Source: an optimization exercise on an open RTL-to-GDS flow (aim: small area, a short achievable clock period and few clock cycles per item). Production flows keep margins and buffers that such runs may drop. Function was checked by simulation only, so behaviour that the tests miss may differ from the original.

[flow/flow/run.sh]
#!/bin/bash
# Layout flow: the standard flow (standard.sh) with two changes:
#  - the synthesis step maps the logic with the delay-driven ABC script in
#    flow/abc_speed.script instead of ORFS's abc_speed.script; synthesis is
#    otherwise ORFS's, run by standard.sh with the standard flow's synthesis script, so
#    the registers (names, count, cell types) are those of the standard
#    synthesis;
#  - every input and output port still gets its own buffer, but a
#    buf_1 (BUFFER_PORTS_ARGS) instead of the cell buffer_ports picks.
# Each step's full output is in synth.log and layout.log here, and ORFS's
# per-step logs are under orfs/logs.
set -euo pipefail
here=$(pwd)
rm -rf "$here/scripts_abc"
cp -r "$FLOW_HOME/scripts" "$here/scripts_abc"
cp "$here/flow/abc_speed.script" "$here/scripts_abc/abc_speed.script"
bash standard.sh SCRIPTS_DIR="$here/scripts_abc" synth > "$here/synth.log" 2>&1
bash standard.sh BUFFER_PORTS_ARGS="-buffer_cell sky130_fd_sc_hd__buf_1" finish > "$here/layout.log" 2>&1
[flow/flow/abc_speed.script]
strash
dch -f
map -D 1650
topo
buffer -p
upsize -D 1650
dnsize -D 1650
stime -p
[flow/standard.sh]
#!/bin/bash
# synth_recipe.tcl (not shown) runs the flow's synth.tcl, then flattens the netlist and writes it again
# the make line also repeats each setting of config.mk as NAME=value (left out here)
make -C /OpenROAD-flow-scripts/flow DESIGN_CONFIG=/design/flow/config.mk WORK_HOME=/design/flow/orfs CLKGATE_MAP_FILE= SYNTH_SCRIPT=/design/flow/synth_recipe.tcl "${@:-finish}"
[flow/config.mk]
export PLATFORM = sky130hd
export DESIGN_NAME = brick_sort
export DESIGN_NICKNAME = brick_sort
export VERILOG_FILES = /design/flow/design.v
export SDC_FILE = /design/flow/constraint.sdc
export NUM_CORES = 4
export LEC_CHECK = 0
export CAP_MARGIN = 20
export CORE_MARGIN = 2
export CORE_UTILIZATION = 55
export CTS_BUF_LIST = sky130_fd_sc_hd__clkbuf_8
export PLACE_DENSITY = 0.7
export SETUP_SLACK_MARGIN = 3.0
export SLEW_MARGIN = 20
[flow/constraint.sdc]
create_clock -name core_clock -period 6.0 [get_ports {clk}]
set_input_delay 1.2000 -clock core_clock [delete_from_list [all_inputs] [get_ports {clk}]]
set_output_delay 1.2000 -clock core_clock [all_outputs]
set_load 0.01 [all_outputs]
[flow/design.v]
module brick_sort
   (
    clk,
    rst,
    src_tvalid,
    src_tready,
    src_tdata_raw,
    dest_tvalid,
    dest_tready,
    dest_tdata_raw
    );
   parameter NUM_ELEMS = 16;
   parameter DATA_WIDTH = 8;
   input   clk;
   input   rst;
   input   src_tvalid;
   output  src_tready;
   input [DATA_WIDTH*NUM_ELEMS-1:0] src_tdata_raw;
   output                 dest_tvalid;
   input                  dest_tready;
   output [DATA_WIDTH*NUM_ELEMS-1:0] dest_tdata_raw;
   function gt8;
      input [7:0] a;
      input [7:0] b;
      reg [3:0] g, p;
      reg g32, p32, g10, p10;
      integer i;
      begin
         for (i = 0; i < 4; i = i + 1) begin
            g[i] = (a[2*i+1] & ~b[2*i+1]) | ((((a[2*i+1] | ~b[2*i+1]) & a[2*i]) & ~b[2*i]));
            p[i] = (a[2*i+1] & ~b[2*i+1]) | ((((a[2*i+1] | ~b[2*i+1]) & a[2*i]) | ((a[2*i+1] | ~b[2*i+1]) & ~b[2*i])));
         end
         g10 = g[1] | (p[1] & g[0]);
         g32 = g[3] | (p[3] & g[2]); p32 = g[3] | (p[3] & p[2]);
         gt8 = g32 | (p32 & g10);
      end
   endfunction
   reg [127:0] r1, r2, r3, r4;
   reg [127:0] ro;
   wire [127:0] s0_0;
   wire s0_0_c0 = gt8(src_tdata_raw[7:0], src_tdata_raw[15:8]);
   assign s0_0[7:0] = s0_0_c0 ? src_tdata_raw[15:8] : src_tdata_raw[7:0];
   assign s0_0[15:8] = s0_0_c0 ? src_tdata_raw[7:0] : src_tdata_raw[15:8];
   wire s0_0_c2 = gt8(src_tdata_raw[23:16], src_tdata_raw[31:24]);
   assign s0_0[23:16] = s0_0_c2 ? src_tdata_raw[31:24] : src_tdata_raw[23:16];
   assign s0_0[31:24] = s0_0_c2 ? src_tdata_raw[23:16] : src_tdata_raw[31:24];
   wire s0_0_c4 = gt8(src_tdata_raw[39:32], src_tdata_raw[47:40]);
   assign s0_0[39:32] = s0_0_c4 ? src_tdata_raw[47:40] : src_tdata_raw[39:32];
   assign s0_0[47:40] = s0_0_c4 ? src_tdata_raw[39:32] : src_tdata_raw[47:40];
   wire s0_0_c6 = gt8(src_tdata_raw[55:48], src_tdata_raw[63:56]);
   assign s0_0[55:48] = s0_0_c6 ? src_tdata_raw[63:56] : src_tdata_raw[55:48];
   assign s0_0[63:56] = s0_0_c6 ? src_tdata_raw[55:48] : src_tdata_raw[63:56];
   wire s0_0_c8 = gt8(src_tdata_raw[71:64], src_tdata_raw[79:72]);
   assign s0_0[71:64] = s0_0_c8 ? src_tdata_raw[79:72] : src_tdata_raw[71:64];
   assign s0_0[79:72] = s0_0_c8 ? src_tdata_raw[71:64] : src_tdata_raw[79:72];
   wire s0_0_c10 = gt8(src_tdata_raw[87:80], src_tdata_raw[95:88]);
   assign s0_0[87:80] = s0_0_c10 ? src_tdata_raw[95:88] : src_tdata_raw[87:80];
   assign s0_0[95:88] = s0_0_c10 ? src_tdata_raw[87:80] : src_tdata_raw[95:88];
   wire s0_0_c12 = gt8(src_tdata_raw[103:96], src_tdata_raw[111:104]);
   assign s0_0[103:96] = s0_0_c12 ? src_tdata_raw[111:104] : src_tdata_raw[103:96];
   assign s0_0[111:104] = s0_0_c12 ? src_tdata_raw[103:96] : src_tdata_raw[111:104];
   wire s0_0_c14 = gt8(src_tdata_raw[119:112], src_tdata_raw[127:120]);
   assign s0_0[119:112] = s0_0_c14 ? src_tdata_raw[127:120] : src_tdata_raw[119:112];
   assign s0_0[127:120] = s0_0_c14 ? src_tdata_raw[119:112] : src_tdata_raw[127:120];
   wire [127:0] s1_0;
   wire s1_0_c0 = gt8(r1[7:0], r1[23:16]);
   assign s1_0[7:0] = s1_0_c0 ? r1[23:16] : r1[7:0];
   assign s1_0[23:16] = s1_0_c0 ? r1[7:0] : r1[23:16];
   wire s1_0_c1 = gt8(r1[15:8], r1[31:24]);
   assign s1_0[15:8] = s1_0_c1 ? r1[31:24] : r1[15:8];
   assign s1_0[31:24] = s1_0_c1 ? r1[15:8] : r1[31:24];
   wire s1_0_c4 = gt8(r1[39:32], r1[55:48]);
   assign s1_0[39:32] = s1_0_c4 ? r1[55:48] : r1[39:32];
   assign s1_0[55:48] = s1_0_c4 ? r1[39:32] : r1[55:48];
   wire s1_0_c5 = gt8(r1[47:40], r1[63:56]);
   assign s1_0[47:40] = s1_0_c5 ? r1[63:56] : r1[47:40];
   assign s1_0[63:56] = s1_0_c5 ? r1[47:40] : r1[63:56];
   wire s1_0_c8 = gt8(r1[71:64], r1[87:80]);
   assign s1_0[71:64] = s1_0_c8 ? r1[87:80] : r1[71:64];
   assign s1_0[87:80] = s1_0_c8 ? r1[71:64] : r1[87:80];
   wire s1_0_c9 = gt8(r1[79:72], r1[95:88]);
   assign s1_0[79:72] = s1_0_c9 ? r1[95:88] : r1[79:72];
   assign s1_0[95:88] = s1_0_c9 ? r1[79:72] : r1[95:88];
   wire s1_0_c12 = gt8(r1[103:96], r1[119:112]);
   assign s1_0[103:96] = s1_0_c12 ? r1[119:112] : r1[103:96];
   assign s1_0[119:112] = s1_0_c12 ? r1[103:96] : r1[119:112];
   wire s1_0_c13 = gt8(r1[111:104], r1[127:120]);
   assign s1_0[111:104] = s1_0_c13 ? r1[127:120] : r1[111:104];
   assign s1_0[127:120] = s1_0_c13 ? r1[111:104] : r1[127:120];
   wire [127:0] s1_1;
   wire s1_1_c0 = gt8(s1_0[7:0], s1_0[39:32]);
   assign s1_1[7:0] = s1_1_c0 ? s1_0[39:32] : s1_0[7:0];
   assign s1_1[39:32] = s1_1_c0 ? s1_0[7:0] : s1_0[39:32];
   wire s1_1_c1 = gt8(s1_0[15:8], s1_0[47:40]);
   assign s1_1[15:8] = s1_1_c1 ? s1_0[47:40] : s1_0[15:8];
   assign s1_1[47:40] = s1_1_c1 ? s1_0[15:8] : s1_0[47:40];
   wire s1_1_c2 = gt8(s1_0[23:16], s1_0[55:48]);
   assign s1_1[23:16] = s1_1_c2 ? s1_0[55:48] : s1_0[23:16];
   assign s1_1[55:48] = s1_1_c2 ? s1_0[23:16] : s1_0[55:48];
   wire s1_1_c3 = gt8(s1_0[31:24], s1_0[63:56]);
   assign s1_1[31:24] = s1_1_c3 ? s1_0[63:56] : s1_0[31:24];
   assign s1_1[63:56] = s1_1_c3 ? s1_0[31:24] : s1_0[63:56];
   wire s1_1_c8 = gt8(s1_0[71:64], s1_0[103:96]);
   assign s1_1[71:64] = s1_1_c8 ? s1_0[103:96] : s1_0[71:64];
   assign s1_1[103:96] = s1_1_c8 ? s1_0[71:64] : s1_0[103:96];
   wire s1_1_c9 = gt8(s1_0[79:72], s1_0[111:104]);
   assign s1_1[79:72] = s1_1_c9 ? s1_0[111:104] : s1_0[79:72];
   assign s1_1[111:104] = s1_1_c9 ? s1_0[79:72] : s1_0[111:104];
   wire s1_1_c10 = gt8(s1_0[87:80], s1_0[119:112]);
   assign s1_1[87:80] = s1_1_c10 ? s1_0[119:112] : s1_0[87:80];
   assign s1_1[119:112] = s1_1_c10 ? s1_0[87:80] : s1_0[119:112];
   wire s1_1_c11 = gt8(s1_0[95:88], s1_0[127:120]);
   assign s1_1[95:88] = s1_1_c11 ? s1_0[127:120] : s1_0[95:88];
   assign s1_1[127:120] = s1_1_c11 ? s1_0[95:88] : s1_0[127:120];
   wire [127:0] s2_0;
   wire s2_0_c0 = gt8(r2[7:0], r2[71:64]);
   assign s2_0[7:0] = s2_0_c0 ? r2[71:64] : r2[7:0];
   assign s2_0[71:64] = s2_0_c0 ? r2[7:0] : r2[71:64];
   wire s2_0_c1 = gt8(r2[15:8], r2[79:72]);
   assign s2_0[15:8] = s2_0_c1 ? r2[79:72] : r2[15:8];
   assign s2_0[79:72] = s2_0_c1 ? r2[15:8] : r2[79:72];
   wire s2_0_c2 = gt8(r2[23:16], r2[87:80]);
   assign s2_0[23:16] = s2_0_c2 ? r2[87:80] : r2[23:16];
   assign s2_0[87:80] = s2_0_c2 ? r2[23:16] : r2[87:80];
   wire s2_0_c3 = gt8(r2[31:24], r2[95:88]);
   assign s2_0[31:24] = s2_0_c3 ? r2[95:88] : r2[31:24];
   assign s2_0[95:88] = s2_0_c3 ? r2[31:24] : r2[95:88];
   wire s2_0_c4 = gt8(r2[39:32], r2[103:96]);
   assign s2_0[39:32] = s2_0_c4 ? r2[103:96] : r2[39:32];
   assign s2_0[103:96] = s2_0_c4 ? r2[39:32] : r2[103:96];
   wire s2_0_c5 = gt8(r2[47:40], r2[111:104]);
   assign s2_0[47:40] = s2_0_c5 ? r2[111:104] : r2[47:40];
   assign s2_0[111:104] = s2_0_c5 ? r2[47:40] : r2[111:104];
   wire s2_0_c6 = gt8(r2[55:48], r2[119:112]);
   assign s2_0[55:48] = s2_0_c6 ? r2[119:112] : r2[55:48];
   assign s2_0[119:112] = s2_0_c6 ? r2[55:48] : r2[119:112];
   wire s2_0_c7 = gt8(r2[63:56], r2[127:120]);
   assign s2_0[63:56] = s2_0_c7 ? r2[127:120] : r2[63:56];
   assign s2_0[127:120] = s2_0_c7 ? r2[63:56] : r2[127:120];
   wire [127:0] s2_1;
   wire s2_1_c1 = gt8(s2_0[15:8], s2_0[39:32]);
   assign s2_1[15:8] = s2_1_c1 ? s2_0[39:32] : s2_0[15:8];
   assign s2_1[39:32] = s2_1_c1 ? s2_0[15:8] : s2_0[39:32];
   wire s2_1_c2 = gt8(s2_0[23:16], s2_0[71:64]);
   assign s2_1[23:16] = s2_1_c2 ? s2_0[71:64] : s2_0[23:16];
   assign s2_1[71:64] = s2_1_c2 ? s2_0[23:16] : s2_0[71:64];
   wire s2_1_c3 = gt8(s2_0[31:24], s2_0[55:48]);
   assign s2_1[31:24] = s2_1_c3 ? s2_0[55:48] : s2_0[31:24];
   assign s2_1[55:48] = s2_1_c3 ? s2_0[31:24] : s2_0[55:48];
   wire s2_1_c5 = gt8(s2_0[47:40], s2_0[103:96]);
   assign s2_1[47:40] = s2_1_c5 ? s2_0[103:96] : s2_0[47:40];
   assign s2_1[103:96] = s2_1_c5 ? s2_0[47:40] : s2_0[103:96];
   wire s2_1_c7 = gt8(s2_0[63:56], s2_0[95:88]);
   assign s2_1[63:56] = s2_1_c7 ? s2_0[95:88] : s2_0[63:56];
   assign s2_1[95:88] = s2_1_c7 ? s2_0[63:56] : s2_0[95:88];
   wire s2_1_c9 = gt8(s2_0[79:72], s2_0[87:80]);
   assign s2_1[79:72] = s2_1_c9 ? s2_0[87:80] : s2_0[79:72];
   assign s2_1[87:80] = s2_1_c9 ? s2_0[79:72] : s2_0[87:80];
   wire s2_1_c13 = gt8(s2_0[111:104], s2_0[119:112]);
   assign s2_1[111:104] = s2_1_c13 ? s2_0[119:112] : s2_0[111:104];
   assign s2_1[119:112] = s2_1_c13 ? s2_0[111:104] : s2_0[119:112];
   assign s2_1[7:0] = s2_0[7:0];
   assign s2_1[127:120] = s2_0[127:120];
   wire [127:0] s3_0;
   wire s3_0_c1 = gt8(r3[15:8], r3[23:16]);
   assign s3_0[15:8] = s3_0_c1 ? r3[23:16] : r3[15:8];
   assign s3_0[23:16] = s3_0_c1 ? r3[15:8] : r3[23:16];
   wire s3_0_c3 = gt8(r3[31:24], r3[103:96]);
   assign s3_0[31:24] = s3_0_c3 ? r3[103:96] : r3[31:24];
   assign s3_0[103:96] = s3_0_c3 ? r3[31:24] : r3[103:96];
   wire s3_0_c4 = gt8(r3[39:32], r3[71:64]);
   assign s3_0[39:32] = s3_0_c4 ? r3[71:64] : r3[39:32];
   assign s3_0[71:64] = s3_0_c4 ? r3[39:32] : r3[71:64];
   wire s3_0_c5 = gt8(r3[47:40], r3[87:80]);
   assign s3_0[47:40] = s3_0_c5 ? r3[87:80] : r3[47:40];
   assign s3_0[87:80] = s3_0_c5 ? r3[47:40] : r3[87:80];
   wire s3_0_c6 = gt8(r3[55:48], r3[79:72]);
   assign s3_0[55:48] = s3_0_c6 ? r3[79:72] : r3[55:48];
   assign s3_0[79:72] = s3_0_c6 ? r3[55:48] : r3[79:72];
   wire s3_0_c7 = gt8(r3[63:56], r3[111:104]);
   assign s3_0[63:56] = s3_0_c7 ? r3[111:104] : r3[63:56];
   assign s3_0[111:104] = s3_0_c7 ? r3[63:56] : r3[111:104];
   assign s3_0[7:0] = r3[7:0];
   assign s3_0[95:88] = r3[95:88];
   assign s3_0[119:112] = r3[119:112];
   assign s3_0[127:120] = r3[127:120];
   wire [127:0] s3_1;
   wire s3_1_c2 = gt8(s3_0[23:16], s3_0[39:32]);
   assign s3_1[23:16] = s3_1_c2 ? s3_0[39:32] : s3_0[23:16];
   assign s3_1[39:32] = s3_1_c2 ? s3_0[23:16] : s3_0[39:32];
   wire s3_1_c3 = gt8(s3_0[31:24], s3_0[47:40]);
   assign s3_1[31:24] = s3_1_c3 ? s3_0[47:40] : s3_0[31:24];
   assign s3_1[47:40] = s3_1_c3 ? s3_0[31:24] : s3_0[47:40];
   wire s3_1_c6 = gt8(s3_0[55:48], s3_0[71:64]);
   assign s3_1[55:48] = s3_1_c6 ? s3_0[71:64] : s3_0[55:48];
   assign s3_1[71:64] = s3_1_c6 ? s3_0[55:48] : s3_0[71:64];
   wire s3_1_c7 = gt8(s3_0[63:56], s3_0[87:80]);
   assign s3_1[63:56] = s3_1_c7 ? s3_0[87:80] : s3_0[63:56];
   assign s3_1[87:80] = s3_1_c7 ? s3_0[63:56] : s3_0[87:80];
   wire s3_1_c9 = gt8(s3_0[79:72], s3_0[103:96]);
   assign s3_1[79:72] = s3_1_c9 ? s3_0[103:96] : s3_0[79:72];
   assign s3_1[103:96] = s3_1_c9 ? s3_0[79:72] : s3_0[103:96];
   wire s3_1_c11 = gt8(s3_0[95:88], s3_0[111:104]);
   assign s3_1[95:88] = s3_1_c11 ? s3_0[111:104] : s3_0[95:88];
   assign s3_1[111:104] = s3_1_c11 ? s3_0[95:88] : s3_0[111:104];
   assign s3_1[7:0] = s3_0[7:0];
   assign s3_1[15:8] = s3_0[15:8];
   assign s3_1[119:112] = s3_0[119:112];
   assign s3_1[127:120] = s3_0[127:120];
   wire [127:0] s4_0;
   wire s4_0_c3 = gt8(r4[31:24], r4[55:48]);
   assign s4_0[31:24] = s4_0_c3 ? r4[55:48] : r4[31:24];
   assign s4_0[55:48] = s4_0_c3 ? r4[31:24] : r4[55:48];
   wire s4_0_c5 = gt8(r4[47:40], r4[71:64]);
   assign s4_0[47:40] = s4_0_c5 ? r4[71:64] : r4[47:40];
   assign s4_0[71:64] = s4_0_c5 ? r4[47:40] : r4[71:64];
   wire s4_0_c7 = gt8(r4[63:56], r4[79:72]);
   assign s4_0[63:56] = s4_0_c7 ? r4[79:72] : r4[63:56];
   assign s4_0[79:72] = s4_0_c7 ? r4[63:56] : r4[79:72];
   wire s4_0_c10 = gt8(r4[87:80], r4[103:96]);
   assign s4_0[87:80] = s4_0_c10 ? r4[103:96] : r4[87:80];
   assign s4_0[103:96] = s4_0_c10 ? r4[87:80] : r4[103:96];
   wire s4_0_c11 = gt8(r4[95:88], r4[119:112]);
   assign s4_0[95:88] = s4_0_c11 ? r4[119:112] : r4[95:88];
   assign s4_0[119:112] = s4_0_c11 ? r4[95:88] : r4[119:112];
   assign s4_0[7:0] = r4[7:0];
   assign s4_0[15:8] = r4[15:8];
   assign s4_0[23:16] = r4[23:16];
   assign s4_0[39:32] = r4[39:32];
   assign s4_0[111:104] = r4[111:104];
   assign s4_0[127:120] = r4[127:120];
   wire [127:0] s4_1;
   wire s4_1_c3 = gt8(s4_0[31:24], s4_0[39:32]);
   assign s4_1[31:24] = s4_1_c3 ? s4_0[39:32] : s4_0[31:24];
   assign s4_1[39:32] = s4_1_c3 ? s4_0[31:24] : s4_0[39:32];
   wire s4_1_c5 = gt8(s4_0[47:40], s4_0[55:48]);
   assign s4_1[47:40] = s4_1_c5 ? s4_0[55:48] : s4_0[47:40];
   assign s4_1[55:48] = s4_1_c5 ? s4_0[47:40] : s4_0[55:48];
   wire s4_1_c7 = gt8(s4_0[63:56], s4_0[71:64]);
   assign s4_1[63:56] = s4_1_c7 ? s4_0[71:64] : s4_0[63:56];
   assign s4_1[71:64] = s4_1_c7 ? s4_0[63:56] : s4_0[71:64];
   wire s4_1_c9 = gt8(s4_0[79:72], s4_0[87:80]);
   assign s4_1[79:72] = s4_1_c9 ? s4_0[87:80] : s4_0[79:72];
   assign s4_1[87:80] = s4_1_c9 ? s4_0[79:72] : s4_0[87:80];
   wire s4_1_c11 = gt8(s4_0[95:88], s4_0[103:96]);
   assign s4_1[95:88] = s4_1_c11 ? s4_0[103:96] : s4_0[95:88];
   assign s4_1[103:96] = s4_1_c11 ? s4_0[95:88] : s4_0[103:96];
   wire s4_1_c13 = gt8(s4_0[111:104], s4_0[119:112]);
   assign s4_1[111:104] = s4_1_c13 ? s4_0[119:112] : s4_0[111:104];
   assign s4_1[119:112] = s4_1_c13 ? s4_0[111:104] : s4_0[119:112];
   assign s4_1[7:0] = s4_0[7:0];
   assign s4_1[15:8] = s4_0[15:8];
   assign s4_1[23:16] = s4_0[23:16];
   assign s4_1[127:120] = s4_0[127:120];
   wire [127:0] sorted = s4_1;
   reg v1, v2, v3, v4;
   reg t1, t2, t3, t4;
   reg rot;         
   reg ro_valid;
   wire front_v = v4;
   wire front_t = t4;
   wire ro_free = !ro_valid || dest_tready;
   wire exit_ok = front_v && (!rot || front_t) && ro_free;
   wire wrap = front_v && !exit_ok;
   wire rot_n = rot ? !exit_ok : wrap;
   wire ro_valid_n = ro_free ? exit_ok : ro_valid;
   reg rdy_free, rdy_tr;
   assign src_tready = !rst && (rdy_free || (rdy_tr && dest_tready));
   assign dest_tvalid = !rst && ro_valid;
   assign dest_tdata_raw = ro;
   wire take = src_tvalid && src_tready;
   always @(posedge clk) begin
      r1 <= wrap ? r4 : s0_0;
      r2 <= s1_1;
      r3 <= s2_1;
      r4 <= s3_1;
      if (ro_free) ro <= sorted;
      t1 <= wrap && (!rot || front_t);
      t2 <= t1;
      t3 <= t2;
      t4 <= t3;
      if (rst) begin
         v1 <= 1'b0;
         v2 <= 1'b0;
         v3 <= 1'b0;
         v4 <= 1'b0;
         rot <= 1'b0;
         ro_valid <= 1'b0;
         rdy_free <= 1'b1;
         rdy_tr <= 1'b1;
      end else begin
         v1 <= wrap || take;
         v2 <= v1;
         v3 <= v2;
         v4 <= v3;
         rot <= rot_n;
         ro_valid <= ro_valid_n;
         rdy_free <= !rot_n && !(v3 && ro_valid_n);
         rdy_tr <= !rot_n;
      end
   end
endmodule
==> results of run 1 <==
## sequential cells by signal, summed over array words and instances, names as in the netlist, 128 cells and up
name / count
r3: 128
r1: 128
r2: 128
r4: 128
ro: 128
## per-stage QoR
stage                     hold WS, ns  util (%)
after floorplan                 0.310         -
after global placement          0.310      57.2
after detailed placement        0.312      57.2
after CTS                       0.326      62.9
after global routing            0.328      68.0
final                           0.323      68.1
## critical path: stages (launching register included)
cell and delay (ns):
dfxtp_1 0.37, inv_1 0.09, nand2_1 0.08, o21ai_0 0.08, o311a_1 0.31, nor2_1 0.17, nor2_4 0.08, buf_6 0.18
o21ai_0 0.44, o22ai_1 0.13, o221a_1 0.29, o21a_4 0.27, o21ai_1 0.37
## synthesized netlist by cell type, types with 7 or more instances
cell	number	area share [%]
nand3_1	96	1.4
o22ai_1	170	3.2
or2_2	8	0.15
edfxtp_1	128	12
o2111a_1	12	0.41
a21o_1	7	0.16
a21boi_0	7	0.16
o21a_1	24	0.54
o211ai_1	29	0.65
a211oi_1	9	0.20
o21ai_1	210	3.2
nor3_1	16	0.24
a21oi_1	308	4.6
buf_4	18	0.41
o2111ai_1	26	0.68
nand2_1	1006	11
nor2_1	430	4.8
nand3b_1	7	0.16
a21oi_2	12	0.32
o21ai_2	10	0.26
inv_1	535	6.0
dfxtp_1	524	31
buf_2	93	1.4
o21ai_0	714	11
buf_6	22	0.74
a22oi_1	53	1.2
inv_2	12	0.14
a31oi_1	27	0.51
clkbuf_1	63	0.71
## what timing repair did
item / in CTS / in global routing
buffers inserted: 30 / 108
cloned: 27 / 64
gates resized for setup: 215 / 506
pin swaps: 24 / 85
endpoints found under the setup margin: 433 / 445
## worst min-delay path by stage
stage	startpoint	end	slack, ns
floorplan	r3[0]$_DFF_P_	r4[0]$_DFF_P_	0.31
global placement	r3[127]$_DFF_P_	r4[127]$_DFF_P_	0.31
detailed placement	r3[115]$_DFF_P_	r4[115]$_DFF_P_	0.31
CTS	r3[115]$_DFF_P_	r4[115]$_DFF_P_	0.33
global route	r3[125]$_DFF_P_	r4[125]$_DFF_P_	0.33
finish	r3[121]$_DFF_P_	r4[121]$_DFF_P_	0.32
## cells in the final DEF (no fill, tap or decap), drive strengths merged, types with 4 or more instances in the layout
master / count
nand2: 1007
o21ai: 941
inv: 582
dfxtp: 524
nor2: 447
buf: 427
a21oi: 332
o22ai: 170
clkbuf: 135
edfxtp: 128
nand3: 96
a22oi: 54
o2111a: 47
a31oi: 34
o211ai: 30
o2111ai: 29
o21a: 26
clkinv: 19
nor3: 16
or2: 12
a221oi: 12
bufinv: 9
a21boi: 9
a211oi: 9
o211a: 8
nand3b: 7
a21o: 7
o221ai: 7
a31o: 6
o221a: 5
and3: 4
nor4: 4
o21bai: 4
## layer usage
metal	vias up	part of all wire (%)	track usage (%)
li1	17000	-	-
met1	16700	41	48.2
met2	2062	44	52.9
met3	283	11	6.04
met4	2	3.3	11.9
met5	-	0.0058	0
## layout make-up
| type | count | share of cell area (%) |
|---|---|---|
| Antenna cell | 3 | 0.0183 |
| Clock buffer | 131 | 4.41 |
| Clock inverter | 66 | 1.31 |
| Inverter | 547 | 5.05 |
| Multi-Input combinational cell | 3344 | 45.7 |
| Sequential cell | 652 | 35.1 |
| Tap cell | 782 | 2.39 |
| Timing Repair Buffer | 431 | 6.05 |
## kinds of logic (layout without fill, tap and decap cells)
family	count (synthesis)	count (layout)	share of synthesized area [%]
flops	652	652	43.0
buf+inv	748	1175	9.48
other cells	0	3	0
compound gates	1679	1748	28.9
simple gates	1585	1596	18.6
==> results.yml, run 1 <==
outcome:
  outcome: "complete, no violations"
clock_network:
  htree_levels: 3
  cts_max_path_buffers: 3
  cts_hold_buf: 0
  cts-root-buf: "clkbuf_8"
  clk_pin_slew_worst_paths_ns: 0.06
  clkSinkCount: 652
  cts_tree: "done"
  clock_latency_ns: 0.74
  numCtsBuffers: 106
layout:
  num-nets-final: 5214
  stdcell_count: 5956
  drive_above_1_share_pct: 15.8
  regArea_mm2: 0.0144
  multi_input_area_mm2: 0.0187
  fin_area_mm2: 0.0409
  area_delta_synth_final_pct: 22.7
  fillers: 5146
hold_path:
  hold_depth: 0
  hold_class: "reg -> reg"
run:
  cap_violations: 0
place:
  dp.cells: 5527
  dpl_cell_area_mm2: 0.0344
  pre_cts_ws_ns: 2.03
  port_buffers: 261
  hpwlAfterDp_um: 83700
  place_congestion: 0.979
setup_path:
  required_ns: 6.60
  rr_endpoint: "r3[96]$_DFF_P_"
  r2r_slack_ns: 3.02
  crit_start: "r2[35]$_DFF_P_"
  crit_fanout: 22
  cp-start-kind: "flop"
  rr_startpoint: "r2[35]$_DFF_P_"
  path_class: "reg -> reg"
  rr_worst_depth: 12
  endpoint_kind: "flop"
  arrival_ns: 3.58
  crit_end: "r3[96]$_DFF_P_"
die:
  die_width_um: 250
  initial_core_util_pct: 55.4
  die_area_mm2: 0.0626
  core-area_mm2: 0.0601
  num_io_pins: 262
  rows: 90
  die_h_um: 250
global_route:
  grt_util_all_layers_pct: 34.2
  grt_pass1_vias: 29000
  antenna_found_initial: 5
  grt_pass1_wl_um: 166000
  grt-ovfl-total: 0
  grt_max_degree: 129
timing:
  setup_slack_ns: 3.02
  max-slew-margin-rel_pct: 34.2
  fin_crit_ns: 2.98
  hold_violations: 0
  rsz0062_at_grt: "yes"
  skew_ns: 0.0312
  post-route-period-util_pct: 49.7
  max_freq_ghz: 0.335
  worst_pin_slew_ns: 0.983
  setup-violations-final: 0
  drv_slew: 0
  fin_setup_tns_ns: 0
drt:
  drt-pass1-iter-count: 9
  routed_wl_um: 120000
  antenna_left: 0
  vias_per_cell: 6.05
  wl_per_cell_um: 20.2
  drc: 0
  vias: 36000
  drtIter0Drc: 4337
synth:
  syn_inst: 4664
  syn_area_mm2: 0.0333
  synth-async-reset-ratio_pct: 0
  synth_edf_count: 128
  ys_warn_count: 1
  syn-num-nets: 4796
  seq_area_frac_synth_pct: 43.0
  synth_cell_type_count: 69
  synth_flop_cell: "dfxtp_1"
  synth_area_per_cell_um2: 7.15
  ys_ff_latch: 652
Testbench counts, summed over its fixed seeds: cycles 1,000, items 960.
==> inputs of run 2 (changes only) <==
==> flow/flow/abc_speed.script (replaced) <==
strash
dch -f
map -D 1500
topo
buffer -p
upsize -D 1500
dnsize -D 1500
stime -p
--- a/flow/config.mk
+++ b/flow/config.mk
@@ -5,10 +5,10 @@
 export SDC_FILE = /design/flow/constraint.sdc
 export NUM_CORES = 4
 export LEC_CHECK = 0
-export CAP_MARGIN = 20
+export CAP_MARGIN = 5
 export CORE_MARGIN = 2
 export CORE_UTILIZATION = 55
 export CTS_BUF_LIST = sky130_fd_sc_hd__clkbuf_8
 export PLACE_DENSITY = 0.7
 export SETUP_SLACK_MARGIN = 3.0
-export SLEW_MARGIN = 20
+export SLEW_MARGIN = 5
==> results.yml, run 2 <==
setup_path:
  required_ns: 6.55
  arrival_ns: 3.56
  endpoint_kind: "flop"
  path_class: "reg -> reg"
  cp-start-kind: "flop"
  crit_fanout: 32
die:
  initial_core_util_pct: 55.9
  die_width_um: 252
  num_io_pins: 262
  die_h_um: 252
  core-area_mm2: 0.0606
  rows: 90
  die_area_mm2: 0.0636
drt:
  vias_per_cell: 5.90
  drc: 0
  vias: 34900
  drt-pass1-iter-count: 6
  route.met3.wl_um: 12400
  routed_wl_um: 118000
  wl_met1_um: 51100
  met2_length_um: 50200
  drtIter0Drc: 4333
  wl_per_cell_um: 19.9
  antenna_left: 0
  maxUsedRoutingLayer: "met5"
synth:
  yosysMostFrequentCell: "nand2_1"
  syn_area_mm2: 0.0339
  seq_area_frac_synth_pct: 42.3
  ys_warn_count: 1
  synth_flop_cell: "dfxtp_1"
  synth_top_area_share_pct: 31.0
  synth_area_leader_cell: "dfxtp_1"
  synth_cell_type_count: 68
  synthXorXnorAreaFrac_pct: 0
  synth_area_per_cell_um2: 7.14
  syn-num-nets: 4875
  syn_inst: 4743
  synth_fa_ha_area_share_pct: 0
  synth.top_cells.by_count: "nand2_1, o21ai_0, inv_1"
  muxShareOfSynthArea_pct: 0
  synth-async-reset-ratio_pct: 0
  synth_simple_gate_area_share_pct: 18.1
  synth_top_family_by_area: "compound AO/OA/AOI/OAI gates"
  synth.area.top_cells: "dfxtp_1, o21ai_0, edfxtp_1"
  synth_edf_count: 128
  ys_ff_latch: 652
  synth_compound_area_share_pct: 29.5
clock_network:
  cts-root-buf: "clkbuf_8"
  cts_max_path_buffers: 3
  htree_levels: 3
  clock_latency_ns: 0.73
  cts_tree: "done"
  cts_hold_buf: 0
  numCtsBuffers: 106
  clk_pin_slew_worst_paths_ns: 0.06
  clkSinkCount: 652
global_route:
  grt_pass1_vias: 28700
  grt_pass1_wl_um: 166000
  grt-ovfl-total: 0
  antenna_found_initial: 7
  grt_max_degree: 129
  grt_util_all_layers_pct: 34.1
timing:
  worst_pin_slew_ns: 0.860
  fin_setup_tns_ns: 0
  skew_ns: 0.0258
  setup_slack_ns: 2.99
  rsz0062_at_grt: "yes"
  max-slew-margin-rel_pct: 42.7
  fin_crit_ns: 3.01
  hold_violations: 0
  drv_slew: 0
  setup-violations-final: 0
  post-route-period-util_pct: 50.2
  max_freq_ghz: 0.332
run:
  cap_violations: 0
place:
  dp.cells: 5597
  pre_cts_ws_ns: 2.04
  place_congestion: 0.971
  hpwlAfterDp_um: 86700
  port_buffers: 261
hold_path:
  hold_class: "reg -> reg"
layout:
  fillers: 5478
  area_delta_synth_final_pct: 16.9
  stdcell_count: 5910
  num-nets-final: 5169
  drive_above_1_share_pct: 10.9
  post-route-util_pct: 65.3
  final_common_cell: "nand2_1"
  final_cell_mix: "nand2_1, inv_1, o21ai_0"
outcome:
  outcome: "complete, no violations"
## run 2: changes by cell type after synthesis, moves of 21 or more
cell     before  now
nor2_1      430  332
o21ai_0     714  812
a21oi_1     308  214
inv_1       535  595
o31ai_1       1   49
nand3_1      96  135
o22ai_1     170  191
## run 2: worst paths after layout
path,from,endpoint,slack [ns],depth (start not counted)
max,r1[87]$_DFF_P_,r2[68]$_DFF_P_,2.99,12
min,r3[5]$_DFF_P_,r4[5]$_DFF_P_,0.32,0
max reg2reg,r1[87]$_DFF_P_,r2[68]$_DFF_P_,2.99,12
min reg2reg,r3[5]$_DFF_P_,r4[5]$_DFF_P_,0.32,0
## run 2: timing repair
item	in CTS	in global routing
resized for setup	173	335
buffers inserted	7	51
hold endpoints to repair	0	0
gates cloned	11	45
pin swaps	12	46
endpoints found under the setup margin	398	433
## run 2: stage by stage
step | hold slack (ns) | cell area (um2)
after floorplan | 0.310 | 33900
after global placement | 0.311 | 34900
after detailed placement | 0.312 | 34900
after CTS | 0.323 | 37600
after global routing | 0.331 | 39600
final | 0.320 | 39600
## run 2: cell families (layout without fill, tap and decap cells)
kind of cell,after synthesis,count (layout)
AND/OR/NAND/NOR,1536,1556
flip-flops,652,652
other,0,2
AO/OA/AOI/OAI,1740,1772
buffers and inverters,815,1146
## run 2: layer usage
metal / track usage [%] / vias up
li1: - / 16900
met1: 50.1 / 16000
met2: 50.2 / 1713
met3: 6.46 / 239
met4: 11.1 / 2
met5: 0 / -
## run 2: critical path: stages, from the launching register on
cell       delay, ns
dfxtp_1         0.30
inv_1           0.16
nand2_1         0.09
nand3_1         0.10
o2111ai_1       0.14
o22a_4          0.36
o21ai_1         0.62
nand2_1         0.20
nand3_1         0.12
o211a_1         0.16
nand2_1         0.08
o21bai_2        0.31
o21ai_0         0.19
## run 2: layout make-up
cell class,count,area [um2],area share [%]
Multi-Input combinational cell,3328,18000,45.5
Sequential cell,652,14300,36.2
Inverter,614,2330,5.88
Clock buffer,127,1750,4.42
Timing Repair Buffer,332,1670,4.23
Tap cell,782,978,2.47
Clock inverter,70,468,1.18
Timing Repair inverter,3,20.0,0.0506
Antenna cell,2,5.00,0.0127
==> inputs of run 3 (changes only) <==
--- a/flow/config.mk
+++ b/flow/config.mk
@@ -5,10 +5,12 @@
 export SDC_FILE = /design/flow/constraint.sdc
 export NUM_CORES = 4
 export LEC_CHECK = 0
-export CAP_MARGIN = 5
+export CAP_MARGIN = 20
 export CORE_MARGIN = 2
 export CORE_UTILIZATION = 55
 export CTS_BUF_LIST = sky130_fd_sc_hd__clkbuf_8
+export CTS_CLUSTER_DIAMETER = 50
+export CTS_CLUSTER_SIZE = 16
 export PLACE_DENSITY = 0.7
 export SETUP_SLACK_MARGIN = 3.0
-export SLEW_MARGIN = 5
+export SLEW_MARGIN = 20
==> results.yml, run 3 <==
timing:
  holdWs_ns: 0.332
  drv_slew: 0
  skew_ns: 0.0397
  worst_pin_slew_ns: 0.870
  max-slew-margin-rel_pct: 42.0
  fin_crit_ns: 3.10
  fin_setup_tns_ns: 0
  setup_slack_ns: 2.90
  max_freq_ghz: 0.323
  setup-violations-final: 0
  rsz0062_at_grt: "yes"
  post-route-period-util_pct: 51.7
  hold_violations: 0
setup_path:
  arrival_ns: 3.69
  path_buf_inv: 2
  cp_top_family: "compound AO/OA/AOI/OAI gates"
  worstPathCellList: "inv_1, nand2_1, o21ai_0, o31ai_2, buf_4, nand2_2, nand2_4, nand2_1, o21ai_4, nand2_1, o21ai_1, o21ai_0, a32oi_2, o21a_4, nor2_1, a21oi_1"
  crit_top_cell: "nand2_1"
  cp-start-kind: "flop"
  max_stage_delay_ns: 0.45
  cp_slowest_cell: "a32oi_2"
  crit_fanout: 11
  required_ns: 6.59
  endpoint_kind: "flop"
  path_class: "reg -> reg"
synth:
  synth.area.top_cells: "dfxtp_1, o21ai_0, edfxtp_1"
  syn-num-nets: 4875
  yosysMostFrequentCell: "nand2_1"
  synth_top_area_share_pct: 31.0
  synth_flop_cell: "dfxtp_1"
  ys_warn_count: 1
  seq_area_frac_synth_pct: 42.3
  synth_area_per_cell_um2: 7.14
  synth_edf_count: 128
  ys_ff_latch: 652
  synth.top_cells.by_count: "nand2_1, o21ai_0, inv_1"
  syn_area_mm2: 0.0339
  syn_inst: 4743
  synth_cell_type_count: 68
  synth_area_leader_cell: "dfxtp_1"
  synth-async-reset-ratio_pct: 0
place:
  place_congestion: 0.971
  hpwlAfterDp_um: 86700
  dp.cells: 5597
  pre_cts_ws_ns: 2.03
  port_buffers: 261
global_route:
  grt_max_degree: 129
  grt_pass1_vias: 28400
  antenna_found_initial: 7
  grt_pass1_wl_um: 165000
  grt-ovfl-total: 0
  grt_util_all_layers_pct: 33.9
run:
  cap_violations: 0
die:
  die_area_mm2: 0.0636
  rows: 90
  core-area_mm2: 0.0606
  die_h_um: 252
  die_width_um: 252
  initial_core_util_pct: 55.9
  num_io_pins: 262
drt:
  routed_wl_um: 118000
  drtIter0Drc: 4027
  drt-pass1-iter-count: 8
  vias_per_cell: 5.97
  antenna_left: 0
  drc: 0
  wl_per_cell_um: 20.1
  vias: 35000
layout:
  post-route-util_pct: 64.9
  final_cell_mix: "nand2_1, o21ai_0, inv_1"
  num-nets-final: 5154
  final_common_cell: "nand2_1"
  stdcell_count: 5864
  area_delta_synth_final_pct: 16.2
  drive_above_1_share_pct: 11.3
hold_path:
  hold_class: "reg -> reg"
clock_network:
  clk_pin_slew_worst_paths_ns: 0.09
  htree_levels: 3
  clock_latency_ns: 0.71
  cts-root-buf: "clkbuf_8"
  cts_max_path_buffers: 3
  clkSinkCount: 652
  cts_tree: "done"
  numCtsBuffers: 71
outcome:
  outcome: "complete, no violations"
[run 3: cell counts after synthesis]
No cell type changed its count.
[run 3: repair_timing]
action,CTS,global route
resized for setup,173,378
endpoints found under the hold margin,0,0
hold buffers,0,0
gates cloned,11,51
setup endpoints to repair,400,436
setup buffers,7,65
pin swaps,9,46
[run 3: cells by family after synthesis]
| group | count (synthesis) | share of synthesized area (%) |
|---|---|---|
| compound gates | 1740 | 29.5 |
| simple gates | 1536 | 18.1 |
| buf+inv | 815 | 9.98 |
| flops | 652 | 42.3 |
[run 3: per-stage QoR]
step           instance area, um2
2_1_floorplan               33900
3_3_place_gp                34900
3_5_place_dp                34900
4_1_cts                     37100
5_1_grt                     39300
6_report                    39300
[run 3: cell type report]
type	instances	area [um2]
inverters	614	2330
well taps	782	978
clock inverters	54	648
multi-input cells	3335	18200
repair buffers	346	1780
repair inverters	2	11.3
fillers	5543	21200
diodes	2	5.00
clock buffers	77	1060
flip-flops and latches	652	14300
[run 3: worst paths after layout]
check                        from              end  slack [ns]  depth (start not counted)
setup / recovery   r2[35]$_DFF_P_   r3[12]$_DFF_P_        2.90                         16
hold / removal    r3[120]$_DFF_P_  r4[120]$_DFF_P_        0.33                          0
setup reg to reg   r2[35]$_DFF_P_   r3[12]$_DFF_P_        2.90                         16
hold reg to reg   r3[120]$_DFF_P_  r4[120]$_DFF_P_        0.33                          0
[run 3: worst reg2reg max path, stage by stage (launching register included)]
cell and delay [ns]:
dfxtp_1 0.38, inv_1 0.08, nand2_1 0.08, o21ai_0 0.13, o31ai_2 0.29, buf_4 0.19, nand2_2 0.10, nand2_4 0.16
nand2_1 0.12, o21ai_4 0.11, nand2_1 0.11, o21ai_1 0.08, o21ai_0 0.18, a32oi_2 0.45, o21a_4 0.25, nor2_1 0.05
a21oi_1 0.25
[run 3: metal layers]
metal	part of all wire, %	GRT usage [%]	up-vias
met1	43	50.3	16100
met2	43	49.9	1805
met4	3.3	11.8	0
met3	11	5.46	264
met5	0	0	-
li1	-	-	16900
==> inputs of run 4 (changes only) <==
==> flow/flow/abc_speed.script (replaced) <==
strash
dch -f
map -D 1500
topo
buffer -p
upsize -D 1500
dnsize -D 1500
upsize -D 1500
dnsize -D 1500
stime -p
--- a/flow/config.mk
+++ b/flow/config.mk
@@ -9,8 +9,8 @@
 export CORE_MARGIN = 2
 export CORE_UTILIZATION = 55
 export CTS_BUF_LIST = sky130_fd_sc_hd__clkbuf_8
-export CTS_CLUSTER_DIAMETER = 50
-export CTS_CLUSTER_SIZE = 16
+export CTS_CLUSTER_DIAMETER = 45
+export CTS_CLUSTER_SIZE = 18
 export PLACE_DENSITY = 0.7
 export SETUP_SLACK_MARGIN = 3.0
 export SLEW_MARGIN = 20
==> results.yml, run 4 <==
timing:
  drv_slew: 0
  worst_pin_slew_ns: 0.838
  setup-violations-final: 0
  fin_setup_tns_ns: 0
  max_freq_ghz: 0.334
  rsz0062_at_grt: "yes"
  max-slew-margin-rel_pct: 44.1
  skew_ns: 0.0368
  hold_violations: 0
  post-route-period-util_pct: 49.9
  fin_crit_ns: 2.99
setup_path:
  path_class: "reg -> reg"
  cp-start-kind: "flop"
  cp_top_family: "compound AO/OA/AOI/OAI gates"
  cp_slowest_cell: "o31ai_2"
  cp.depth: 15
  rr_worst_depth: 15
  required_ns: 6.62
  max_stage_delay_ns: 0.50
  crit_fanout: 8
  crit_start: "r2[35]$_DFF_P_"
  path_buf_inv: 1
  crit_top_cell: "nand2_1"
  crit_end: "r3[14]$_DFF_P_"
  worstPathCellList: "inv_1, nand2_1, o21ai_0, o31ai_2, nand2_2, nand2_4, nand2_1, o21ai_2, nand2_1, o21ai_1, o21ai_1, a32oi_2, o21a_4, nand2_1, o21ai_0"
  r2r_slack_ns: 3.01
  rr_startpoint: "r2[35]$_DFF_P_"
  rr_endpoint: "r3[14]$_DFF_P_"
  arrival_ns: 3.62
  endpoint_kind: "flop"
layout:
  area_delta_synth_final_pct: 17.0
  stdcell_count: 5890
  final_common_cell: "nand2_1"
  drive_above_1_share_pct: 11.7
  final_cell_mix: "nand2_1, o21ai_0, inv_1"
  num-nets-final: 5165
synth:
  synth-async-reset-ratio_pct: 0
  synth_area_per_cell_um2: 7.14
  syn_area_mm2: 0.0339
  ys_warn_count: 1
  syn_inst: 4743
  synth_flop_cell: "dfxtp_1"
  synth.top_cells.by_count: "nand2_1, o21ai_0, inv_1"
  synth_cell_type_count: 66
  ys_ff_latch: 652
  syn-num-nets: 4875
  synth_area_leader_cell: "dfxtp_1"
  synth_edf_count: 128
  yosysMostFrequentCell: "nand2_1"
  synth.area.top_cells: "dfxtp_1, o21ai_0, edfxtp_1"
  synth_top_area_share_pct: 31.0
  seq_area_frac_synth_pct: 42.3
drt:
  drt-pass1-iter-count: 7
  vias_per_cell: 5.97
  vias: 35200
  wl_per_cell_um: 20.2
  routed_wl_um: 119000
  antenna_left: 0
  drc: 0
  drtIter0Drc: 4075
clock_network:
  cts_max_path_buffers: 3
  cts-root-buf: "clkbuf_8"
  clk_pin_slew_worst_paths_ns: 0.10
  numCtsBuffers: 86
  clock_latency_ns: 0.73
  clkSinkCount: 652
  htree_levels: 3
  cts_tree: "done"
  cts_hold_buf: 0
global_route:
  grt_pass1_vias: 28300
  grt_pass1_wl_um: 165000
  antenna_found_initial: 6
  grt_util_all_layers_pct: 34.0
  grt_max_degree: 90
  grtUsageMet2_pct: 51.0
  grt-ovfl-total: 0
  grt_use_met3_pct: 5.68
  top_usage_layer: "met2"
  use_met1_pct: 49.7
die:
  initial_core_util_pct: 55.9
  die_width_um: 252
  die_h_um: 252
  rows: 90
  die_area_mm2: 0.0636
  num_io_pins: 262
  core-area_mm2: 0.0606
place:
  port_buffers: 261
  dp.cells: 5598
  place_congestion: 0.996
  hpwlAfterDp_um: 86500
run:
  cap_violations: 0
outcome:
  outcome: "complete, no violations"
hold_path:
  hold_path_startpoint: "r3[121]$_DFF_P_"
  hold_class: "reg -> reg"
[run 4: changes by cell type in the layout (fill, tap and decap cells not counted), moves of 8 or more]
cell / delta
o21ai_0: +15
clkbuf_8: +13
a21oi_1: +9
clkinv_4: +9
o21ai_1: -9
inv_6: +8
o21ai_2: -8
[run 4: final cells by class]
cell class	count	area (um2)
Clock buffer	90	1240
Sequential cell	652	14300
Tap cell	782	978
Fill cell	5348	20900
Clock inverter	72	813
Multi-Input combinational cell	3336	18300
Antenna cell	1	2.50
Timing Repair Buffer	342	1690
Timing Repair inverter	1	6.26
Inverter	614	2320
[run 4: worst min-delay path by stage]
stage                      endpoint  slack, ns  cells after the start
floorplan             r4[0]$_DFF_P_       0.31                      0
global placement    r4[127]$_DFF_P_       0.31                      0
detailed placement  r4[122]$_DFF_P_       0.31                      0
CTS                 r4[113]$_DFF_P_       0.33                      0
global route        r4[113]$_DFF_P_       0.33                      0
finish              r4[121]$_DFF_P_       0.33                      0
[run 4: routing by layer]
layer,wire (um),vias to the layer above
met2,51800,1775
met4,3720,2
met1,50600,16200
li1,-,16900
met5,13,-
met3,12600,254
[run 4: kinds of logic after synthesis]
group	Yosys count	synth area share, %
simple gates	1536	18.1
flops	652	42.3
buf+inv	815	10.0
compound gates	1740	29.5
[run 4: repair_timing]
| item | in CTS | in global routing |
|---|---|---|
| resized for setup | 182 | 347 |
| buffers inserted | 8 | 59 |
| pin swaps | 9 | 55 |
| cloned | 7 | 55 |
| endpoints found under the setup margin | 419 | 436 |
[run 4: stage by stage]
step	util, %	setup WS [ns]	hold WS [ns]	area, um2
2_1_floorplan	-	2.41	0.310	33900
3_3_place_gp	57.6	2.12	0.310	34900
3_5_place_dp	57.6	2.08	0.313	34900
4_1_cts	61.9	2.97	0.334	37500
5_1_grt	65.4	2.86	0.331	39600
6_report	65.4	3.01	0.330	39600
==> inputs of run 5 (changes only) <==
==> flow/flow/abc_speed.script (replaced) <==
strash
dch -f
map -D 1500
topo
buffer -p
upsize -D 1500
dnsize -D 1500
stime -p
==> results.yml, run 5 <==
outcome:
  outcome: "complete, no violations"
setup_path:
  cp_slowest_cell: "o21ai_1"
  path_buf_inv: 2
  path_class: "reg -> reg"
  cp.depth: 13
  crit_end: "r4[68]$_DFF_P_"
  endpoint_kind: "flop"
  rr_endpoint: "r4[68]$_DFF_P_"
  crit_fanout: 32
  rr_worst_depth: 13
  cp_top_family: "compound AO/OA/AOI/OAI gates"
  max_stage_delay_ns: 0.48
  worstPathCellList: "inv_2, nor2_1, nor3_1, nor2_1, o211ai_1, o211a_4, o21ai_1, inv_1, o2111ai_1, nor2_4, nor2_4, nand2_1, o21ai_0"
  required_ns: 6.61
  crit_start: "r3[39]$_DFF_P_"
  arrival_ns: 3.56
  cp-start-kind: "flop"
  rr_startpoint: "r3[39]$_DFF_P_"
  r2r_slack_ns: 3.05
layout:
  fin_area_mm2: 0.0391
  post-route-util_pct: 64.5
  drive_above_1_share_pct: 10.8
  final_cell_mix: "nand2_1, o21ai_0, inv_1"
  regArea_mm2: 0.0143
  fillers: 5558
  num-nets-final: 5142
  final_common_cell: "nand2_1"
  area_delta_synth_final_pct: 15.4
  multi_input_area_mm2: 0.0179
drt:
  drtIter0Drc: 4312
  routed_wl_um: 117000
  vias_per_cell: 5.94
  wl_per_cell_um: 19.9
  vias: 34800
  drc: 0
  drt-pass1-iter-count: 7
  antenna_left: 0
synth:
  ys_ff_latch: 652
  synth_top_family_by_area: "compound AO/OA/AOI/OAI gates"
  ys_warn_count: 1
  synth.area.top_cells: "dfxtp_1, o21ai_0, edfxtp_1"
  synth_simple_gate_area_share_pct: 18.1
  syn-num-nets: 4875
  synth_area_leader_cell: "dfxtp_1"
  yosysMostFrequentCell: "nand2_1"
  synth-async-reset-ratio_pct: 0
  synth_edf_count: 128
  muxShareOfSynthArea_pct: 0
  syn_inst: 4743
  synth_cell_type_count: 68
  seq_area_frac_synth_pct: 42.3
  synth_area_per_cell_um2: 7.14
  synth_compound_area_share_pct: 29.5
  synth.top_cells.by_count: "nand2_1, o21ai_0, inv_1"
  synth_top_area_share_pct: 31.0
  synth_flop_cell: "dfxtp_1"
  synth_fa_ha_area_share_pct: 0
  syn_area_mm2: 0.0339
  synthXorXnorAreaFrac_pct: 0
die:
  die_h_um: 252
  rows: 90
  num_io_pins: 262
  initial_core_util_pct: 55.9
  die_width_um: 252
  die_area_mm2: 0.0636
  core-area_mm2: 0.0606
timing:
  setup-violations-final: 0
  skew_ns: 0.0368
  max_freq_ghz: 0.339
  max-slew-margin-rel_pct: 43.3
  fin_setup_tns_ns: 0
  holdWs_ns: 0.323
  worst_pin_slew_ns: 0.846
  rsz0062_at_grt: "yes"
  fin_crit_ns: 2.95
  hold_violations: 0
  drv_slew: 0
  post-route-period-util_pct: 49.2
  setup_slack_ns: 3.05
global_route:
  grt-ovfl-total: 0
  antenna_found_initial: 7
  grt_pass1_vias: 28500
  grt_pass1_wl_um: 165000
  grt_util_all_layers_pct: 34.0
  grt_max_degree: 129
clock_network:
  cts-root-buf: "clkbuf_8"
  cts_tree: "done"
  cts_max_path_buffers: 3
  numCtsBuffers: 81
  clkSinkCount: 652
  clock_latency_ns: 0.71
  clk_pin_slew_worst_paths_ns: 0.09
  htree_levels: 3
place:
  dpl_cell_area_mm2: 0.0349
  place_congestion: 0.971
  port_buffers: 261
  hpwlAfterDp_um: 86700
  pre_cts_ws_ns: 2.03
hold_path:
  hold_class: "reg -> reg"
run:
  cap_violations: 0
-- run 5: cell types whose count changed in the layout (fill, tap and decap cells not counted), moves of 4 or more --
cell,delta
a21oi_1,-4
a21oi_2,+6
a31oi_1,+7
a31oi_2,-5
buf_4,-15
bufinv_16,-4
clkbuf_8,-5
clkinv_2,+9
clkinv_4,-6
inv_1,+5
inv_2,-7
inv_6,-5
o21ai_1,+10
o21ai_4,-12
-- run 5: cell families (layout without fill, tap and decap cells) --
kind of cell | Yosys count | count (layout)
AND/OR/NAND/NOR | 1536 | 1555
flip-flops | 652 | 652
buffers and inverters | 815 | 1095
other | 0 | 3
AO/OA/AOI/OAI | 1740 | 1776
-- run 5: worst register-to-register path: cells and delay by family, from the launching register on --
family | cells | cell delay, ns
buf+inv | 2 | 0.20
compound gates | 5 | 1.49
simple gates | 6 | 0.77
flops | 1 | 0.40
-- run 5: what timing repair did --
| item | CTS | global route |
|---|---|---|
| hold buffers | 0 | 0 |
| setup endpoints to repair | 397 | 435 |
| cloned | 11 | 47 |
| pin swaps | 10 | 43 |
| gates resized for setup | 178 | 314 |
| setup buffers | 6 | 48 |
-- run 5: layout make-up --
type / instances / share of cell area, %
flip-flops and latches: 652 / 36.7
repair inverters: 2 / 0.0320
inverters: 614 / 5.95
clock buffers: 85 / 2.99
clock inverters: 66 / 1.69
repair buffers: 328 / 4.16
multi-input cells: 3331 / 45.9
well taps: 782 / 2.50
diodes: 3 / 0.0192
-- run 5: stage by stage --
stage                     instances
after floorplan                4743
after global placement         5597
after detailed placement       5597
after CTS                      5765
after global routing           5861
final                          5863
-- run 5: routing by layer --
| layer | part of all wire (%) | wire length, um | vias up | track usage, % |
|---|---|---|---|---|
| met5 | 0 | 0 | - | 0 |
| met1 | 44 | 50900 | 16000 | 50.5 |
| li1 | - | - | 16900 | - |
| met2 | 43 | 49900 | 1771 | 50.0 |
| met4 | 2.9 | 3410 | 0 | 11.2 |
| met3 | 11 | 12500 | 224 | 5.43 |
-- run 5: how the worst min path moves through the flow --
stage | from | endpoint | slack, ns | cells after the start
final | r3[123]$_DFF_P_ | r4[123]$_DFF_P_ | 0.32 | 0
after global routing | r3[121]$_DFF_P_ | r4[121]$_DFF_P_ | 0.32 | 0
after CTS | r3[121]$_DFF_P_ | r4[121]$_DFF_P_ | 0.32 | 0
after detailed placement | r3[5]$_DFF_P_ | r4[5]$_DFF_P_ | 0.31 | 0
after global placement | r3[127]$_DFF_P_ | r4[127]$_DFF_P_ | 0.31 | 0
after floorplan | r3[0]$_DFF_P_ | r4[0]$_DFF_P_ | 0.31 | 0
==> inputs of run 6 (changes only) <==
--- a/flow/config.mk
+++ b/flow/config.mk
@@ -12,5 +12,5 @@
 export CTS_CLUSTER_DIAMETER = 45
 export CTS_CLUSTER_SIZE = 18
 export PLACE_DENSITY = 0.7
-export SETUP_SLACK_MARGIN = 3.0
+export SETUP_SLACK_MARGIN = 3.05
 export SLEW_MARGIN = 20
==> results.yml, run 6 <==
setup_path:
  path_buf_inv: 2
  cp.depth: 13
  cp_top_family: "compound AO/OA/AOI/OAI gates"
  crit_fanout: 5
  arrival_ns: 3.55
  worstPathCellList: "inv_1, o22ai_1, nand2_1, o2111ai_2, o211a_2, o21ai_4, inv_1, nand2_1, o211a_1, nand2_1, nor2_4, nor2_2, o21ai_1"
  cp-start-kind: "flop"
  rr_worst_depth: 13
  crit_top_cell: "nand2_1"
  endpoint_kind: "flop"
  required_ns: 6.59
  r2r_slack_ns: 3.04
  path_class: "reg -> reg"
  cp_slowest_cell: "o211a_2"
  max_stage_delay_ns: 0.42
drt:
  vias_per_cell: 6.00
  wl_per_cell_um: 20.2
  vias: 35400
  drt-pass1-iter-count: 6
  drc: 0
  routed_wl_um: 119000
  antenna_left: 0
  drtIter0Drc: 4295
synth:
  ys_warn_count: 1
  synth_area_per_cell_um2: 7.14
  synth_cell_type_count: 68
  synth_flop_cell: "dfxtp_1"
  syn_inst: 4743
  seq_area_frac_synth_pct: 42.3
  synth_area_leader_cell: "dfxtp_1"
  synth_edf_count: 128
  synth_top_area_share_pct: 31.0
  yosysMostFrequentCell: "nand2_1"
  ys_ff_latch: 652
  synth.area.top_cells: "dfxtp_1, o21ai_0, edfxtp_1"
  syn-num-nets: 4875
  synth.top_cells.by_count: "nand2_1, o21ai_0, inv_1"
  synth-async-reset-ratio_pct: 0
  syn_area_mm2: 0.0339
clock_network:
  clock_latency_ns: 0.72
  htree_levels: 3
  cts-root-buf: "clkbuf_8"
  cts_hold_buf: 0
  cts_tree: "done"
  cts_max_path_buffers: 3
  clk_pin_slew_worst_paths_ns: 0.10
  clkSinkCount: 652
  numCtsBuffers: 81
layout:
  final_cell_mix: "nand2_1, o21ai_0, inv_1"
  num-nets-final: 5188
  fillers: 5424
  stdcell_count: 5909
  final_common_cell: "nand2_1"
  area_delta_synth_final_pct: 18.0
  post-route-util_pct: 65.9
  drive_above_1_share_pct: 12.9
  fin_area_mm2: 0.0399
timing:
  fin_crit_ns: 2.96
  max-slew-margin-rel_pct: 42.8
  hold_violations: 0
  fin_setup_tns_ns: 0
  post-route-period-util_pct: 49.3
  worst_pin_slew_ns: 0.853
  rsz0062_at_grt: "yes"
  drv_slew: 0
  setup-violations-final: 0
  setup_slack_ns: 3.04
  max_freq_ghz: 0.338
  skew_ns: 0.0465
  holdWs_ns: 0.323
global_route:
  grt_pass1_wl_um: 165000
  grt-ovfl-total: 0
  antenna_found_initial: 7
  grt_pass1_vias: 28600
  grt_util_all_layers_pct: 34.1
  grt_max_degree: 129
hold_path:
  hold_depth: 0
  hold_class: "reg -> reg"
place:
  place_congestion: 0.971
  hpwlAfterDp_um: 86700
  dp.cells: 5597
  port_buffers: 261
  dpl_cell_area_mm2: 0.0349
  pre_cts_ws_ns: 2.03
die:
  die_area_mm2: 0.0636
  die_width_um: 252
  die_h_um: 252
  num_io_pins: 262
  initial_core_util_pct: 55.9
  core-area_mm2: 0.0606
  rows: 90
outcome:
  outcome: "complete, no violations"
run:
  cap_violations: 0
run 6: cell counts after synthesis:
No cell type changed its count.
run 6: cells by family after synthesis:
logic type / share of synthesized area, %
flip-flops: 42.3
buffers and inverters: 9.98
AO/OA/AOI/OAI: 29.5
AND/OR/NAND/NOR: 18.1
run 6: layer usage:
metal	share of wire (%)	up-vias	GRT usage, %
li1	-	17000	-
met1	43	16300	50.6
met2	43	1859	50.3
met3	11	240	5.48
met4	3.0	0	11.2
met5	0	-	0
run 6: worst paths after layout:
kind | from | end
setup reg to reg | r1[55]$_DFF_P_ | r2[39]$_DFF_P_
hold reg to reg | r3[123]$_DFF_P_ | r4[123]$_DFF_P_
hold / removal | r3[123]$_DFF_P_ | r4[123]$_DFF_P_
setup / recovery | r1[55]$_DFF_P_ | r2[39]$_DFF_P_
run 6: cell type report:
class / instances / area, um2 / area share (%)
multi-input combinational: 3353 / 18600 / 46.6
inverter: 614 / 2330 / 5.82
timing repair inverter: 2 / 12.5 / 0.0313
timing repair buffer: 352 / 1820 / 4.56
clock inverter: 66 / 662 / 1.66
tap: 782 / 978 / 2.45
sequential: 652 / 14300 / 35.9
antenna: 3 / 7.51 / 0.0188
clock buffer: 85 / 1170 / 2.93
run 6: timing repair:
| action | CTS | global route |
|---|---|---|
| setup buffers | 9 | 69 |
| endpoints found under the setup margin | 409 | 441 |
| resized for setup | 201 | 441 |
| pin swaps | 14 | 67 |
| gates cloned | 14 | 66 |
run 6: worst reg2reg max path, cell delays in order (launching register included):
cell	delay, ns
dfxtp_1	0.39
inv_1	0.13
o22ai_1	0.08
nand2_1	0.12
o2111ai_2	0.24
o211a_2	0.42
o21ai_4	0.28
inv_1	0.12
nand2_1	0.11
o211a_1	0.18
nand2_1	0.14
nor2_4	0.22
nor2_2	0.10
o21ai_1	0.28

## afterwards: timing with drivers on the ports
How much do the figures lean on ideal ports? The routed layouts below were timed once more, with nothing changed but the port constraints. Step 1 assumes that a clkbuf_16 drives the clock port and a buf_2 every other input. Step 2 times the ports against the registers' clock, not the clock port: input delays grow and output delays shrink by t, the midpoint of the rising clock arrivals with the driver on. Three values: no drivers, after step 1, after step 2; two values: the first two.
run | t (ns) | setup slack, ns | cell pins on the clock port's net
run 1 | 0.788 | 3.015 / 3.015 / 2.335 | 1
run 2 | 0.774 | 2.988 / 2.988 / 2.297 | 1
run 3 | 0.745 | 2.900 / 2.900 / 2.430 | 1
run 4 | 0.774 | 3.007 / 3.007 / 2.535 | 1
run 5 | 0.745 | 3.048 / 3.048 / 2.364 | 1
run 6 | 0.753 | 3.043 / 3.043 / 2.384 | 1
After both steps setup and hold are still met in every run listed. For run 2, which loses most, drivers alone change the setup slack by 0.000 ns; drivers and shift together by -0.691 ns.
